What follows belongs to an exercise in optimizing a design on an open flow for small area and a short achievable clock period; a production flow would make more cautious choices. Where RTL was checked, it was by simulation tests only, not by an equivalence proof against the original. No activity file was given, so power comes from the tool's default toggle rates.

==> module alu_out, before the edit <==
module alu_out (
	input  logic [3:0]  cntrl_alu_i,
	input  logic [23:0] a,
	input  logic [23:0] b,
	input  logic [1:0]  view,
	input  logic [24:0] c_add,
	input  logic [24:0] c_sub,
	input  logic [24:0] c_inc,
	input  logic [24:0] c_dec,
	input  logic [24:0] shl,
	input  logic [24:0] shr,
	output logic [24:0] r,
	output logic [3:0]  flag_o,
	output logic [41:0] display_o
);
	logic [15:0] s;
	always_comb for (int k = 0; k < 16; k++) s[k] = (cntrl_alu_i == k);
	wire big = |b[23:5];
	logic [3:0] tt;
	always_comb begin
		case (cntrl_alu_i)
			4'd0, 4'd9, 4'd10: tt = 4'b0110;    
			4'd1:              tt = 4'b1001;    
			4'd2, 4'd6:        tt = 4'b1100;    
			4'd3:              tt = 4'b0011;    
			4'd4:              tt = 4'b1000;    
			4'd7:              tt = 4'b0101;    
			4'd8:              tt = 4'b0111;    
			default:           tt = 4'b0000;
		endcase
	end
	logic [23:0] x, y;
	always_comb for (int k = 0; k < 24; k++) x[k] = tt[{a[k], b[k]}];
	assign y = ({24{s[0]}} & c_add[23:0]) | ({24{s[1]}} & c_sub[23:0])
	         | ({24{s[2]}} & c_inc[23:0]) | ({24{s[3]}} & c_dec[23:0]);
	wire r24 = (s[0] & c_add[24]) | (s[1] & ~c_sub[24]) | (s[2] & c_inc[24]) | (s[3] & ~c_dec[24])
	         | s[7] | s[8] | (s[11] & ~big & shl[24]);
	wire lt = ~c_sub[24];
	wire bit0x = (s[5] & ((|a) | (|b))) | (s[13] & lt) | (s[14] & ~lt);
	assign r = {r24, (x ^ (y | ({24{s[11] & ~big}} & shl[23:0]) | ({24{s[12] & ~big}} & shr[23:0]))) | {23'd0, bit0x}};
	assign flag_o[0] = (r == 25'd0);
	assign flag_o[1] = r[23];
	assign flag_o[2] = r[24];
	assign flag_o[3] = r[24];
	logic [23:0] display;
	always_comb begin
		case (view)
			2'b00:   display = a;
			2'b01:   display = b;
			default: display = r[23:0];
		endcase
	end
	always_comb begin
		for (int i = 0; i < 6; i++) begin
			case (display[4*i +: 4])
				4'h0: display_o[7*i +: 7] = 7'b100_0000;
				4'h1: display_o[7*i +: 7] = 7'b111_1001;
				4'h2: display_o[7*i +: 7] = 7'b010_0100;
				4'h3: display_o[7*i +: 7] = 7'b011_0000;
				4'h4: display_o[7*i +: 7] = 7'b001_1001;
				4'h5: display_o[7*i +: 7] = 7'b001_0010;
				4'h6: display_o[7*i +: 7] = 7'b000_0010;
				4'h7: display_o[7*i +: 7] = 7'b111_1000;
				4'h8: display_o[7*i +: 7] = 7'b000_0000;
				4'h9: display_o[7*i +: 7] = 7'b001_1000;
				4'ha: display_o[7*i +: 7] = 7'b000_1000;
				4'hb: display_o[7*i +: 7] = 7'b000_0011;
				4'hc: display_o[7*i +: 7] = 7'b100_0110;
				4'hd: display_o[7*i +: 7] = 7'b010_0001;
				4'he: display_o[7*i +: 7] = 7'b000_0110;
				default: display_o[7*i +: 7] = 7'b000_1110;
			endcase
		end
	end
endmodule
export LEC_CHECK = 0
export CAP_MARGIN = 20
export CORE_MARGIN = 2
export CORE_UTILIZATION = 40
export SLEW_MARGIN = 20
export SYNTH_HIERARCHICAL = 1
create_clock -name core_clock -period 12.0 [get_ports {clk_i}]
standard.sh (not shown) runs the stock make flow with config.mk's settings and CLKGATE_MAP_FILE= SYNTH_SCRIPT=/design/flow/synth_recipe.tcl, a recipe that flattens the netlist after the stock synthesis.
==> flow/flow/run.sh <==
#!/bin/bash
# Own layout flow: the standard ORFS flow (standard.sh) with
#  - the standard synthesis script (synth_recipe.tcl, hierarchical), but ABC's mapping run
#    on each module separately: flow/abc_dp.script on the operand
#    datapath alu_dp, flow/abc_area.script on alu_out and the top module, without the
#    slow cells listed in flow/dont_use.txt; and no full/half-adder cell extraction;
#  - port buffers of type buf_2;
#  - extra ORFS settings from flow/knobs.txt (one VAR=value per line).
# The make output goes to flow_make.log; ORFS keeps each step's log under orfs/logs.
set -euo pipefail
W=$(pwd)
cat > "$W/my_synth.tcl" <<EOT
proc abc {args} {
  set i [lsearch -exact \$args -script]
  set j [expr {\$i + 1}]
  set a [lreplace \$args \$j \$j $W/flow/abc_area.script]
  set f [open $W/flow/dont_use.txt r]
  foreach c [split [string trim [read \$f]]] { if {\$c ne ""} { lappend a -dont_use \$c } }
  close \$f
  set d [lreplace \$a \$j \$j $W/flow/abc_dp.script]
  yosys abc {*}\$d alu_dp
  yosys abc {*}\$a alu_out
  yosys abc {*}\$a LabFPGA2
}
source $W/synth_recipe.tcl
EOT
KNOBS=()
while IFS= read -r line; do
  [[ -z "$line" || "$line" == \#* ]] && continue
  KNOBS+=("$line")
done < "$W/flow/knobs.txt"
bash "$W/standard.sh" \
  "SYNTH_SCRIPT=$W/my_synth.tcl" \
  "ADDER_MAP_FILE=" \
  "BUFFER_PORTS_ARGS=-buffer_cell sky130_fd_sc_hd__buf_2" \
  "${KNOBS[@]}" \
  finish > "$W/flow_make.log" 2>&1
Other scripts of this flow, unchanged in this note and not shown: flow/flow/abc_area.script, flow/flow/abc_dp.script, flow/flow/dont_use.txt, flow/flow/knobs.txt
The starting point finished clean.
==> next run, changes <==
--- a/flow/design.v
+++ b/flow/design.v
@@ -567,13 +567,13 @@
 	assign y = ({24{s[0]}} & c_add[23:0]) | ({24{s[1]}} & c_sub[23:0])
 	         | ({24{s[2]}} & c_inc[23:0]) | ({24{s[3]}} & c_dec[23:0]);
 	wire r24 = (s[0] & c_add[24]) | (s[1] & ~c_sub[24]) | (s[2] & c_inc[24]) | (s[3] & ~c_dec[24])
 	         | s[7] | s[8] | (s[11] & ~big & shl[24]);
 	wire lt = ~c_sub[24];
 	wire bit0x = (s[5] & ((|a) | (|b))) | (s[13] & lt) | (s[14] & ~lt);
-	assign r = {r24, (x ^ (y | ({24{s[11] & ~big}} & shl[23:0]) | ({24{s[12] & ~big}} & shr[23:0]))) | {23'd0, bit0x}};
+	assign r = {r24, (x ^ y) | ({24{s[11] & ~big}} & shl[23:0]) | ({24{s[12] & ~big}} & shr[23:0]) | {23'd0, bit0x}};
 	assign flag_o[0] = (r == 25'd0);
 	assign flag_o[1] = r[23];
 	assign flag_o[2] = r[24];
 	assign flag_o[3] = r[24];
 	logic [23:0] display;
 	always_comb begin
What happened: The new run completed without violations; cell count went down by 0.68%; worst hold slack improves by 4.6 ps; cell area went up by 0.72%; total power went up by about 1.7%; clock skew barely changes; area after synthesis is about the same; synthesized cell count went down by 0.95%; core utilization went up by 0.51 points; register-to-register slack degrades by 150 ps; global-route usage went up by 1.1 points.

The RTL this note starts from:
==> flow/design.v <==
`timescale 1ns / 1ps
module LabFPGA2 #(
	parameter int WIDTH = 24,
	parameter int DIVIDER = 40
)(
	input		logic					clk_i,
										rst_i,
										en_reg_i,
										sw_reg_b_i,
										slct_op_i,
										slct_byte_i,
										slct_sb_i,
	input		logic	[3:0]			cntrl_alu_i,
	input		logic	[3:0]			op_i,
	output	logic	[3:0]			flag_o,
	output	logic	[41:0]		display_o,
	output	logic	[1:0]			counter_slct_op_o,
										counter_slct_byte_o,
	output 	logic					sb_op_o
);
	logic [23:0] reg_a, reg_b, result, display;
	logic [1:0]  counter_slct_byte, counter_slct_op;
	logic        en_reg, slct_sb, sb_op, slct_byte, slct_op;
	logic        en_slct_sb, en_slct_byte;
	assign counter_slct_op_o   = counter_slct_op;
	assign counter_slct_byte_o = counter_slct_byte;
	assign sb_op_o             = sb_op;
	debounce #(.DIVIDER(DIVIDER)) db_en   (.clk_i(clk_i), .rst_i(rst_i), .btn_i(en_reg_i),    .btn_o(en_reg));
	debounce #(.DIVIDER(DIVIDER)) db_op   (.clk_i(clk_i), .rst_i(rst_i), .btn_i(slct_op_i),   .btn_o(slct_op));
	debounce #(.DIVIDER(DIVIDER)) db_byte (.clk_i(clk_i), .rst_i(rst_i), .btn_i(slct_byte_i), .btn_o(slct_byte));
	debounce #(.DIVIDER(DIVIDER)) db_sb   (.clk_i(clk_i), .rst_i(rst_i), .btn_i(slct_sb_i),   .btn_o(slct_sb));
	always_ff @(posedge clk_i) begin
		if (!rst_i) begin
			counter_slct_byte <= 2'd0;
			en_slct_sb        <= 1'b0;
		end else if (en_slct_byte) begin
			counter_slct_byte <= 2'd0;
		end else if (slct_byte) begin
			en_slct_sb        <= 1'b1;
			counter_slct_byte <= {counter_slct_byte[0], ~counter_slct_byte[1] & ~counter_slct_byte[0]};
		end else begin
			en_slct_sb        <= 1'b0;
		end
	end
	always_ff @(posedge clk_i) begin
		if (!rst_i) begin
			counter_slct_op <= 2'd0;
			en_slct_byte    <= 1'b0;
		end else begin
			en_slct_byte <= slct_op;
			if (slct_op)
				counter_slct_op <= {counter_slct_op[0], ~counter_slct_op[1] & ~counter_slct_op[0]};
		end
	end
	always_ff @(posedge clk_i) begin
		if (!rst_i)          sb_op <= 1'b0;
		else if (en_slct_sb) sb_op <= 1'b0;
		else if (slct_sb)    sb_op <= ~sb_op;
	end
	logic [5:0] nib_sel;
	always_comb begin
		nib_sel[0] = ~counter_slct_byte[1] & ~counter_slct_byte[0] & ~sb_op;
		nib_sel[1] = ~counter_slct_byte[1] & ~counter_slct_byte[0] &  sb_op;
		nib_sel[2] =  counter_slct_byte[0] & ~sb_op;
		nib_sel[3] =  counter_slct_byte[0] &  sb_op;
		nib_sel[4] =  counter_slct_byte[1] & ~sb_op;
		nib_sel[5] =  counter_slct_byte[1] &  sb_op;
	end
	wire we_a  = en_reg & ~counter_slct_op[0];
	wire we_b  = en_reg &  counter_slct_op[0];
	wire ld_br = we_b & sw_reg_b_i;
	always_ff @(posedge clk_i) begin
		if (!rst_i) begin
			reg_a <= 24'd0;
			reg_b <= 24'd0;
		end else begin
			for (int n = 0; n < 6; n++) begin
				if (we_a & nib_sel[n]) reg_a[4*n +: 4] <= op_i;
				if (ld_br)                       reg_b[4*n +: 4] <= result[4*n +: 4];
				else if (we_b & nib_sel[n])      reg_b[4*n +: 4] <= op_i;
			end
		end
	end
	ALU_DUT ALU (
		.cntrl_alu_i(cntrl_alu_i),
		.reg_a_i(reg_a),
		.reg_b_i(reg_b),
		.flag_o(flag_o),
		.result_o(result)
	);
	always_comb begin
		case (counter_slct_op[1:0])
			2'b00:   display = reg_a;
			2'b01:   display = reg_b;
			default: display = result;
		endcase
	end
	genvar i;
	generate
		for (i = 0; i < 6; i++) begin : gen_seg
			seg7_digit decoder (
				.digit_i   (display[i*4 +: 4]),
				.segments_o(display_o[i*7 +: 7])
			);
		end
	endgenerate
endmodule
module ALU_DUT (
	input		logic	[3:0]			cntrl_alu_i,
	input		logic	[23:0]		reg_a_i,
										reg_b_i,
	output	logic	[3:0]			flag_o,
	output	logic	[23:0]		result_o
);
	logic [24:0] r;
	logic [24:0] add, sub, inc, dec, shl, shr;
	logic [23:0] a, b;
	assign a = reg_a_i;
	assign b = reg_b_i;
	assign add = {1'b0, a} + {1'b0, b};
	assign sub = {1'b0, a} - {1'b0, b};
	assign inc = {1'b0, a} + 25'd1;
	assign dec = {1'b0, a} - 25'd1;
	wire big = |b[23:5];
	assign shl = big ? 25'd0 : ({1'b0, a} << b[4:0]);
	assign shr = big ? 25'd0 : ({1'b0, a} >> b[4:0]);
	always_comb begin
		case (cntrl_alu_i)
			4'd0:  r = add;
			4'd1:  r = sub;
			4'd2:  r = inc;
			4'd3:  r = dec;
			4'd4:  r = {1'b0, a & b};
			4'd5:  r = {24'd0, (|a) | (|b)};
			4'd6:  r = {1'b0, a};
			4'd7:  r = {1'b1, ~b};
			4'd8:  r = {1'b1, ~(a & b)};
			4'd9:  r = {1'b0, a ^ b};
			4'd10: r = {1'b0, a ^ b};
			4'd11: r = shl;
			4'd12: r = shr;
			4'd13: r = {24'd0, sub[24]};
			4'd14: r = {24'd0, ~sub[24]};
			default: r = 25'd0;
		endcase
	end
	assign flag_o[0] = (r == 25'd0);
	assign flag_o[1] = r[23];
	assign flag_o[2] = r[24];
	assign flag_o[3] = r[24];
	assign result_o  = r[23:0];
endmodule
module seg7_digit (
	input  logic [3:0] digit_i,
	output logic [6:0] segments_o
);
	always_comb begin
		case (digit_i)
			4'h0: segments_o = 7'b100_0000;
			4'h1: segments_o = 7'b111_1001;
			4'h2: segments_o = 7'b010_0100;
			4'h3: segments_o = 7'b011_0000;
			4'h4: segments_o = 7'b001_1001;
			4'h5: segments_o = 7'b001_0010;
			4'h6: segments_o = 7'b000_0010;
			4'h7: segments_o = 7'b111_1000;
			4'h8: segments_o = 7'b000_0000;
			4'h9: segments_o = 7'b001_1000;
			4'ha: segments_o = 7'b000_1000;
			4'hb: segments_o = 7'b000_0011;
			4'hc: segments_o = 7'b100_0110;
			4'hd: segments_o = 7'b010_0001;
			4'he: segments_o = 7'b000_0110;
			default: segments_o = 7'b000_1110;
		endcase
	end
endmodule
module debounce #(
	parameter int DIVIDER = 40
)(
	input  logic clk_i,
	             rst_i,
	             btn_i,
	output logic btn_o
);
	logic [5:0] cnt;
	wire idle = &cnt;
	always_ff @(posedge clk_i) begin
		if (!rst_i)               cnt <= 6'h3f;
		else if (!idle)           cnt <= cnt - 6'd1;
		else if (!btn_i)          cnt <= 6'(DIVIDER - 1);
	end
	assign btn_o = (cnt == 6'(DIVIDER - 1));
endmodule
clock: 12.0 ns
lec_check: 0
cap_margin: 20
core_margin: 2
core_utilization: 40
slew_margin: 20
run.sh (not shown) runs the stock make flow with config.mk's settings and CLKGATE_MAP_FILE= SYNTH_SCRIPT=/design/flow/synth_recipe.tcl, a recipe that flattens the netlist after the stock synthesis.
Stock flow here: none of the scripts above is used.
Then changed:
--- a/flow/design.v
+++ b/flow/design.v
@@ -113,39 +113,35 @@
 	output	logic	[23:0]		result_o
 );
 	logic [24:0] r;
 	logic [24:0] add, sub, inc, dec, shl, shr;
 	logic [23:0] a, b;
+	logic [15:0] s;
 	assign a = reg_a_i;
 	assign b = reg_b_i;
 	assign add = {1'b0, a} + {1'b0, b};
 	assign sub = {1'b0, a} - {1'b0, b};
 	assign inc = {1'b0, a} + 25'd1;
 	assign dec = {1'b0, a} - 25'd1;
 	wire big = |b[23:5];
 	assign shl = big ? 25'd0 : ({1'b0, a} << b[4:0]);
 	assign shr = big ? 25'd0 : ({1'b0, a} >> b[4:0]);
-	always_comb begin
-		case (cntrl_alu_i)
-			4'd0:  r = add;
-			4'd1:  r = sub;
-			4'd2:  r = inc;
-			4'd3:  r = dec;
-			4'd4:  r = {1'b0, a & b};
-			4'd5:  r = {24'd0, (|a) | (|b)};
-			4'd6:  r = {1'b0, a};
-			4'd7:  r = {1'b1, ~b};
-			4'd8:  r = {1'b1, ~(a & b)};
-			4'd9:  r = {1'b0, a ^ b};
-			4'd10: r = {1'b0, a ^ b};
-			4'd11: r = shl;
-			4'd12: r = shr;
-			4'd13: r = {24'd0, sub[24]};
-			4'd14: r = {24'd0, ~sub[24]};
-			default: r = 25'd0;
-		endcase
-	end
+	always_comb for (int k = 0; k < 16; k++) s[k] = (cntrl_alu_i == k);
+	assign r = ({25{s[0]}} & add)
+	         | ({25{s[1]}} & sub)
+	         | ({25{s[2]}} & inc)
+	         | ({25{s[3]}} & dec)
+	         | ({25{s[4]}} & {1'b0, a & b})
+	         | {24'd0, s[5] & ((|a) | (|b))}
+	         | ({25{s[6]}} & {1'b0, a})
+	         | ({25{s[7]}} & {1'b1, ~b})
+	         | ({25{s[8]}} & {1'b1, ~(a & b)})
+	         | ({25{s[9] | s[10]}} & {1'b0, a ^ b})
+	         | ({25{s[11]}} & shl)
+	         | ({25{s[12]}} & shr)
+	         | {24'd0, s[13] & sub[24]}
+	         | {24'd0, s[14] & ~sub[24]};
 	assign flag_o[0] = (r == 25'd0);
 	assign flag_o[1] = r[23];
 	assign flag_o[2] = r[24];
 	assign flag_o[3] = r[24];
 	assign result_o  = r[23:0];
After rerunning:
- The changed run completed without violations
- sequential power goes down by about 3%
- setup slack is better by 470 ps
- non-clock buffer count goes up by 10
- die area goes up by 0.56%
- total power goes down by 15%
- sequential share of layout area barely changes
- core utilization stays flat
- synthesized cell count goes up by 2.1%
- first-iteration DRC count goes down by 2.4%
No functional check of the RTL was part of any run of this note.

[afterwards: timing with drivers on the ports]
Ports are ideal in the flow. The routed layouts listed here were re-timed in OpenROAD.
Step 1 (the two cells are an assumption about what drives the block):
set clk [get_ports {clk_i}]
set_driving_cell -lib_cell sky130_fd_sc_hd__clkbuf_16 $clk
set_driving_cell -lib_cell sky130_fd_sc_hd__buf_2 [delete_from_list [all_inputs] $clk]
Step 2 times the ports against the registers' clock, not the clock port: input delays grow and output delays shrink by t, the midpoint of the rising clock arrivals with the driver on.
Slacks: ideal ports / drivers / drivers and shift; pairs: ideal ports / drivers.
| run | shift t [ns] | slack for setup (ns) | hold slack, ns |
|---|---|---|---|
| the first run of note 1 | 0.383 | 4.181 / 4.151 / 4.233 | 0.462 / 0.462 / 0.462 |
| the second run of note 1 | 0.387 | 4.086 / 4.055 / 4.088 | 0.466 / 0.466 / 0.466 |
| the first run of note 2 | 0.373 | 0.915 / 0.883 / 0.883 | 0.425 / 0.425 / 0.425 |
| the second run of note 2 | 0.368 | 1.383 / 1.358 / 1.358 | 0.430 / 0.430 / 0.430 |
After both steps setup and hold are still met in every run listed. The setup slack of the first run of note 2, which loses most, moves by -0.032 ns with the drivers and by -0.032 ns with both steps.
